This design comes from an exercise in tuning for small area on the open sky130 flow, not from production work. Only simulation tests tie the RTL to the original design; equivalence was not proved. Power is estimated from default activity; no workload was simulated.

==> flow/design.v (excerpt) <==
module EvE #(parameter num_PE = 2)(parent1, parent2, input_clk, wr_en, reset, cfg1, cfg2, cfg3, out1, out2, out3);
input [63:0] parent1;
input [63:0] parent2;
input input_clk, reset, wr_en;
output [64*num_PE-1:0] out1, out2, out3;
input [31:0] cfg1;
input [31:0] cfg2;
input [31:0] cfg3;
wire clk = input_clk;
wire rst = reset;
reg [55:0] memA [0:31];
reg [48:0] memB [0:31];    
reg [4:0]  wp, rpA, rpB;
reg [55:0] dA;
reg [48:0] dB;
reg        rdA, rdB;
always @(posedge clk) begin
  if (wr_en) begin
    memA[wp] <= parent1[55:0];
    memB[wp] <= {parent2[55], parent2[47:0]};
  end
end
always @(posedge clk) begin
  if (rst) begin
    wp  <= 5'd0;
    rpA <= 5'd0;
    rpB <= 5'd0;
  end else begin
    if (wr_en) wp <= wp + 5'd1;
    if (rdA && wp != 5'd0) rpA <= rpA + 5'd1;
    if (rdB && wp != 5'd0) rpB <= rpB + 5'd1;
  end
end
reg [55:0] rdA_val;
reg [48:0] rdB_val;
integer k;
always @* begin
  rdA_val = 56'd0;
  rdB_val = 49'd0;
  for (k = 0; k < 32; k = k + 1) begin
    rdA_val = rdA_val | (memA[k] & {56{rpA == k}});
    rdB_val = rdB_val | (memB[k] & {49{rpB == k}});
  end
end
always @(posedge clk) begin
  if (rst) begin
    dA[55]    <= 1'b0;
    dA[47:32] <= 16'd0;
    dB[48:32] <= 17'd0;
  end else begin
    if (rdA) begin
      dA[55]    <= rdA_val[55];
      dA[47:32] <= rdA_val[47:32];
    end
    if (rdB) dB[48:32] <= rdB_val[48:32];
  end
end
always @(posedge clk) begin
  if (rdA) begin
  ...
Size: roughly 8400 cells after synthesis, ~3900 flip-flops, ~610 I/O pins.
clock: 10.0 ns
lec_check: 0
cap_margin: 20
core_margin: 2
core_utilization: 55
place_density: 0.65
slew_margin: 20
standard.sh (not shown) runs the stock make flow with config.mk's settings and CLKGATE_MAP_FILE= SYNTH_SCRIPT=/design/flow/synth_recipe.tcl, a recipe that flattens the netlist after the stock synthesis.
==> flow/flow/run.sh <==
#!/bin/bash
# Own layout flow: the standard flow (standard.sh, with its unchanged
# synthesis), with two settings passed to ORFS through its own variables:
#  - clock tree synthesis with larger sink clusters and no dummy loads;
#  - port buffers (every input and output port still gets one) use the
#    smallest buffer cell; repair_design resizes them where needed.
# The make output goes to standard_flow.log; ORFS keeps each step's log
# under orfs/logs.
set -euo pipefail
export CTS_ARGS="-sink_clustering_enable -repair_clock_nets -dont_use_dummy_load -sink_clustering_size 25 -sink_clustering_max_diameter 80"
export BUFFER_PORTS_ARGS="-buffer_cell sky130_fd_sc_hd__buf_1"
bash standard.sh > standard_flow.log 2>&1
Rerun with:
CORE_UTILIZATION = 65   (was 55)
PLACE_DENSITY = 0.75   (was 0.65)
Non-clock buffer count fell by 3; design area came out lower by 0.75%; routed wire length shrinks by 4.2%; hold slack loses 0.026 ns; final cell count falls by 4.5%; core utilization grows by 11 points; via count climbs by 0.94%; die area falls by 15%; total power fell by 1.5%; worst setup slack got worse by 0.11 ns; global-route usage climbs by 5.2 points.
Rerun with:
==> flow/run.sh (new file) <==
#!/bin/bash
# synth_recipe.tcl (not shown) runs the flow's synth.tcl, then flattens the netlist and writes it again
# the make line also repeats each setting of config.mk as NAME=value (left out here)
make -C /OpenROAD-flow-scripts/flow DESIGN_CONFIG=/design/flow/config.mk WORK_HOME=/design/flow/orfs CLKGATE_MAP_FILE= SYNTH_SCRIPT=/design/flow/synth_recipe.tcl finish
CTS_CLUSTER_DIAMETER = 80   (was not set)
CTS_CLUSTER_SIZE = 25   (was not set)
removed: flow/flow/run.sh
removed: flow/standard.sh
Routed wire length barely changes.
Global-route usage hardly moves.
Sequential share of layout area went down by 1.5 points.
Cell area went up by a few percent.
Setup slack got worse by 0.37 ns.

========
== v6 ==
Another version of the RTL of EvE (not shown whole).
Size: about 8400 cells after synthesis, roughly 610 I/O pins, ~0.15 mm^2 of cells after synthesis.
Settings: LEC_CHECK=0, CAP_MARGIN=20, CORE_MARGIN=2, CORE_UTILIZATION=65, PLACE_DENSITY=0.75, SLEW_MARGIN=20; clock period 10.0 ns.
==> flow/flow/run.sh <==
#!/bin/bash
# Own layout flow: the standard flow (standard.sh, with its unchanged
# synthesis), with two settings passed to ORFS through its own variables:
#  - clock tree synthesis with larger sink clusters and no dummy loads;
#  - port buffers (every input and output port still gets one) use the
#    smallest buffer cell; repair_design resizes them where needed.
# The make output goes to standard_flow.log; ORFS keeps each step's log
# under orfs/logs.
set -euo pipefail
export CTS_ARGS="-sink_clustering_enable -repair_clock_nets -dont_use_dummy_load -sink_clustering_size 25 -sink_clustering_max_diameter 80"
export BUFFER_PORTS_ARGS="-buffer_cell sky130_fd_sc_hd__buf_1"
bash standard.sh > standard_flow.log 2>&1
In v6 the implementation ran to completion but is not tape-out ready, as the final checks report antenna violations.
Setup changes, v6 to v7
Settings: an added CTS_CLUSTER_DIAMETER of 80; an added CTS_CLUSTER_SIZE of 25.
==> flow/run.sh (new file) <==
#!/bin/bash
# synth_recipe.tcl (not shown) runs the flow's synth.tcl, then flattens the netlist and writes it again
# the make line also repeats each setting of config.mk as NAME=value (left out here)
make -C /OpenROAD-flow-scripts/flow DESIGN_CONFIG=/design/flow/config.mk WORK_HOME=/design/flow/orfs CLKGATE_MAP_FILE= SYNTH_SCRIPT=/design/flow/synth_recipe.tcl finish
removed: flow/flow/run.sh
removed: flow/standard.sh
[summary]
v7: PASS, flow complete, no timing, DRC or antenna violations
Comparing number of buffers and inverters on the critical path for v6 and v7, the bigger number came from v6.
Going from v6 to v7, the delay contributed by the slowest stage of the critical path was found to have gone down by 0.04 ns.
Compared with v6, v7 shows a higher end-of-flow core utilization.

what the ideal ports hide:
No port has a modelled driver above. Below, the same layouts with a new extraction and two added sets of constraints. Step 1 (the two cells are an assumption about what drives the block):
set clk [get_ports {input_clk}]
set_driving_cell -lib_cell sky130_fd_sc_hd__clkbuf_16 $clk
set_driving_cell -lib_cell sky130_fd_sc_hd__buf_2 [delete_from_list [all_inputs] $clk]
Step 2, shift: input delay + t, output delay - t, t = (earliest + latest rising clock arrival at the registers) / 2. This alone moves slack from input paths to output paths. Slacks: ideal ports / drivers / drivers and shift; pairs: ideal ports / drivers.
run | t, ns | setup WS [ns] | worst hold slack (ns) | worst slew at a driven data input, ns | pins driven straight from the clock port
the first run of note 1 | 0.988 | 5.069 / 5.154 / 4.166 | 0.467 / 0.467 / 0.467 | 0.25 | 1
the second run of note 1 | 0.950 | 4.960 / 5.028 / 4.078 | 0.442 / 0.442 / 0.442 | 0.26 | 1
the third run of note 1 | 0.972 | 4.589 / 4.649 / 3.678 | 0.426 / 0.426 / 0.426 | 0.28 | 1
v6 | 0.973 | 5.162 / 5.081 / 4.108 | 0.326 / 0.326 / 0.326 | 0.23 | 1
v7 | 0.990 | 4.834 / 4.885 / 3.895 | 0.327 / 0.327 / 0.327 | 0.23 | 1
The setup slack of v6, which loses most, moves by -0.081 ns with the drivers and by -1.054 ns with both steps.
